Background: an optimization exercise with open tools, aiming at small area, a short achievable clock period and few clock cycles per item. Do not read the settings as production practice.
RTL that was checked went through simulation tests only; none was proved equivalent to the original.

== the reference run ==
## expression_solver
module expression_solver
(
    input clk,
    input rst,
    input start,
    input [7:0] X,
    input [15:0] A,
    input [15:0] B,
    input [15:0] C,
    output [15:0] result,
    output zero,
    output overflow,
    output completed
);
    reg busy;          
    reg done;          
    reg [15:0] T;
    reg Z;             
    always @(posedge clk or posedge rst)
    begin
        if (rst) begin
            busy <= 1'b0;
            done <= 1'b0;
        end else begin
            if (start) busy <= 1'b1;
            done <= busy;
        end
    end
    wire [15:0] m = busy ? T : A;
    wire [7:0] x = X;
    wire [15:0] kn = ~(busy ? C : B);
    wire pp_0_0 = ~(x[0] & m[0]);
    wire pp_0_1 = ~(x[0] & m[1]);
    wire pp_0_2 = ~(x[0] & m[2]);
    wire pp_0_3 = ~(x[0] & m[3]);
    wire pp_0_4 = ~(x[0] & m[4]);
    wire pp_0_5 = ~(x[0] & m[5]);
    wire pp_0_6 = ~(x[0] & m[6]);
    wire pp_0_7 = ~(x[0] & m[7]);
    wire pp_0_8 = ~(x[0] & m[8]);
    wire pp_0_9 = ~(x[0] & m[9]);
    wire pp_0_10 = ~(x[0] & m[10]);
    wire pp_0_11 = ~(x[0] & m[11]);
    wire pp_0_12 = ~(x[0] & m[12]);
  ...
Settings: LEC_CHECK=0, CAP_MARGIN=20, CORE_MARGIN=2, CORE_UTILIZATION=40, SETUP_SLACK_MARGIN=2.5, SLEW_MARGIN=20, SYNTH_HIERARCHICAL=1, SYNTH_MINIMUM_KEEP_SIZE=0; clock period 11.0 ns.
standard.sh (not shown) runs the stock make flow with config.mk's settings and CLKGATE_MAP_FILE= SYNTH_SCRIPT=/design/flow/synth_recipe.tcl, a recipe that flattens the netlist after the stock synthesis.
==> flow/flow/run.sh <==
#!/bin/bash
# The standard layout, with the port buffers made from the smallest buffer
# (buf_1) instead of the delay buffer buffer_ports picks by default; the
# resizer still upsizes them where timing, slew or load ask for it.
set -euo pipefail
export BUFFER_PORTS_ARGS="-buffer_cell sky130_fd_sc_hd__buf_1"
bash standard.sh > standard_finish.log 2>&1
What the trial run does differently from the reference run at the input level:
-- flow/design.v --
<<< the reference run, line 20
    reg done;          
    reg [15:0] T;
    reg Z;             
    always @(posedge clk or posedge rst)
    begin
>>> the trial run, line 20
    reg done;          
    reg [15:0] T;
    always @(posedge clk or posedge rst)
    begin
<<< the reference run, line 295
    fa fa_s159 (s102, c129, s130, s159, c160);
    wire s161 = s105 ^ c131 ^ s132;
    wire [15:0] n0 = {c160, c158, c156, c154, c152, c150, c148, c146, c144, c142, c140, c138, c136, c134, s133, pp_0_0};
    wire [15:0] n1 = {s161, s159, s157, s155, s153, s151, s149, s147, s145, s143, s141, h139, h137, h135, 1'b1, kn[0]};
    wire [15:0] yn = n0 + n1 + 16'd1;
    wire [15:0] y = ~yn;
    wire [15:0] p = n0 ^ n1;
    wire [15:0] o = ~(n0 & n1);
    wire yz = ~|(p ^ {o[14:0], 1'b0});
    assign result = done ? T : y;
    assign zero = done ? Z : yz;
    always @(posedge clk)
    begin
        T <= result;
        Z <= zero;
    end
    assign completed = busy;
>>> the trial run, line 294
    fa fa_s159 (s102, c129, s130, s159, c160);
    wire s161 = s105 ^ c131 ^ s132;
    wire [15:0] r0 = {~c160, ~c158, ~c156, ~c154, ~c152, ~c150, ~c148, ~c146, ~c144, ~c142, ~c140, ~c138, ~c136, ~c134, ~s133, ~pp_0_0};
    wire [15:0] r1 = {~s161, ~s159, ~s157, ~s155, ~s153, ~s151, ~s149, ~s147, ~s145, ~s143, ~s141, ~h139, ~h137, ~h135, 1'b0, ~kn[0]};
    wire [15:0] y = r0 + r1;
    assign result = done ? T : y;
    assign zero = ~|result;
    always @(posedge clk)
    begin
        T <= result;
    end
    assign completed = busy;
### Flow results
Looking at post-synthesis instance total, the trial run sits 19 above the reference run.
From the reference run to the trial run the numbers moved as follows: count of inverters not on the clock network in the layout +44%, clock period minus final worst setup slack increased by 0.48 ns relative to the old numbers.
Timing startpoint of the critical path = A[4]: the trial run; timing startpoint of the critical path = A[7]: the reference run
Worst setup slack ends up lower on the trial run.
Across both runs, share of post-route cells with drive strength above 1 was lower for the trial run than for the reference run.
Parity-gate share of the synthesized area counting xor and xnor cells: higher on the reference run
Post-route fraction of the period consumed by the critical path on the trial run is up relative to the reference run.
First-iteration detailed-routing DRC count: the trial run vs the reference run down 3.3%
No run of this note included a check of the RTL's function; only the layout flow was run.


before:
expression_solver, a different RTL version from the one above (not shown whole).
Size: ~18 flip-flops, roughly 0.0038 mm^2 of cells after synthesis.
Settings: LEC_CHECK=0, CAP_MARGIN=20, CORE_MARGIN=2, CORE_UTILIZATION=40, SETUP_SLACK_MARGIN=2, SLEW_MARGIN=20, SYNTH_HIERARCHICAL=1, SYNTH_MINIMUM_KEEP_SIZE=0; clock period 11.0 ns.
Scripts as last shown in full above: flow/flow/run.sh
Testbench counts of before, summed over its fixed seeds: cycles 2,400, items 1,200.
Input changes introduced in after (baseline for comparison: before):
--- a/flow/design.v
+++ b/flow/design.v
@@ -22,24 +22,24 @@
     always @(posedge clk or posedge rst)
     begin
         if (rst) begin
             busy <= 1'b0;
             done <= 1'b0;
         end else begin
             if (start) busy <= 1'b1;
             done <= busy;
         end
     end
     wire [15:0] m = busy ? T : A;
-    wire [7:0] x = X;
-    wire [15:0] kn = ~(busy ? C : B);
+    wire [7:0] x = done ? 8'd1 : X;
+    wire [15:0] kn = ~(done ? 16'd0 : busy ? C : B);
     wire pp_0_0 = ~(x[0] & m[0]);
     wire pp_0_1 = ~(x[0] & m[1]);
     wire pp_0_2 = ~(x[0] & m[2]);
     wire pp_0_3 = ~(x[0] & m[3]);
     wire pp_0_4 = ~(x[0] & m[4]);
     wire pp_0_5 = ~(x[0] & m[5]);
     wire pp_0_6 = ~(x[0] & m[6]);
     wire pp_0_7 = ~(x[0] & m[7]);
     wire pp_0_8 = ~(x[0] & m[8]);
     wire pp_0_9 = ~(x[0] & m[9]);
     wire pp_0_10 = ~(x[0] & m[10]);
@@ -289,20 +289,20 @@
     wire s155, c156;
     fa fa_s155 (s94, c125, s126, s155, c156);
     wire s157, c158;
     fa fa_s157 (s98, c127, s128, s157, c158);
     wire s159, c160;
     fa fa_s159 (s102, c129, s130, s159, c160);
     wire s161 = s105 ^ c131 ^ s132;
     wire [15:0] n0 = {c160, c158, c156, c154, c152, c150, c148, c146, c144, c142, c140, c138, c136, c134, s133, pp_0_0};
     wire [15:0] n1 = {s161, s159, s157, s155, s153, s151, s149, s147, s145, s143, s141, h139, h137, h135, 1'b1, kn[0]};
     wire [15:0] yn = n0 + n1 + 16'd1;
     wire [15:0] y = ~yn;
-    assign result = done ? T : y;
-    assign zero = ~|result;
+    assign result = y;
+    assign zero = ~|y;
     always @(posedge clk)
     begin
-        T <= result;
+        T <= y;
     end
     assign completed = busy;
     assign overflow = 1'b0;
 endmodule
Notes after the runs:
- Looking at setup slack on the worst flop-to-flop path, after sits below before.
- after vs. before: post-route antenna net violation count saw little to no change; utilization climbed 2.4 points.
- after reports a lower floorplan die area than before does.
- The higher period utilization came out of after.
- Going from before to after, synthesized cell count shrinks by about 4%.
- Delta (after minus before): complex-gate fraction of the synthesized area now sits lower.
For after, only the layout was checked, not whether the RTL still works.

## port drivers added, routing unchanged
How much do the figures lean on ideal ports? The routed layouts below were timed once more, with nothing changed but the port constraints. Step 1 assumes that a clkbuf_16 drives the clock port and a buf_2 every other input. Step 2 moves the port delays by t, midway between the first and last clock arrival at a register: inputs arrive t later, outputs are due t later. That takes back most of the time a late clock gives input paths. Three values: ideal, step 1, step 2; two values: the first two.
run | t, ns | setup slack, ns | worst setup path at the end | clock arrival spread, ns
the reference run | 0.291 | 2.564 / 2.544 / 2.544 | input to output | 0.002 / 0.002
the trial run | 0.278 | 2.082 / 2.058 / 2.058 | input to output | 0.005 / 0.006
before | 0.277 | 2.215 / 2.186 / 2.186 | input to output | 0.002 / 0.002
after | 0.286 | 1.822 / 1.799 / 1.799 | input to output | 0.001 / 0.001
After both steps every run listed still meets setup and hold. The setup slack of before, which loses most, moves by -0.029 ns with the drivers and by -0.029 ns with both steps.
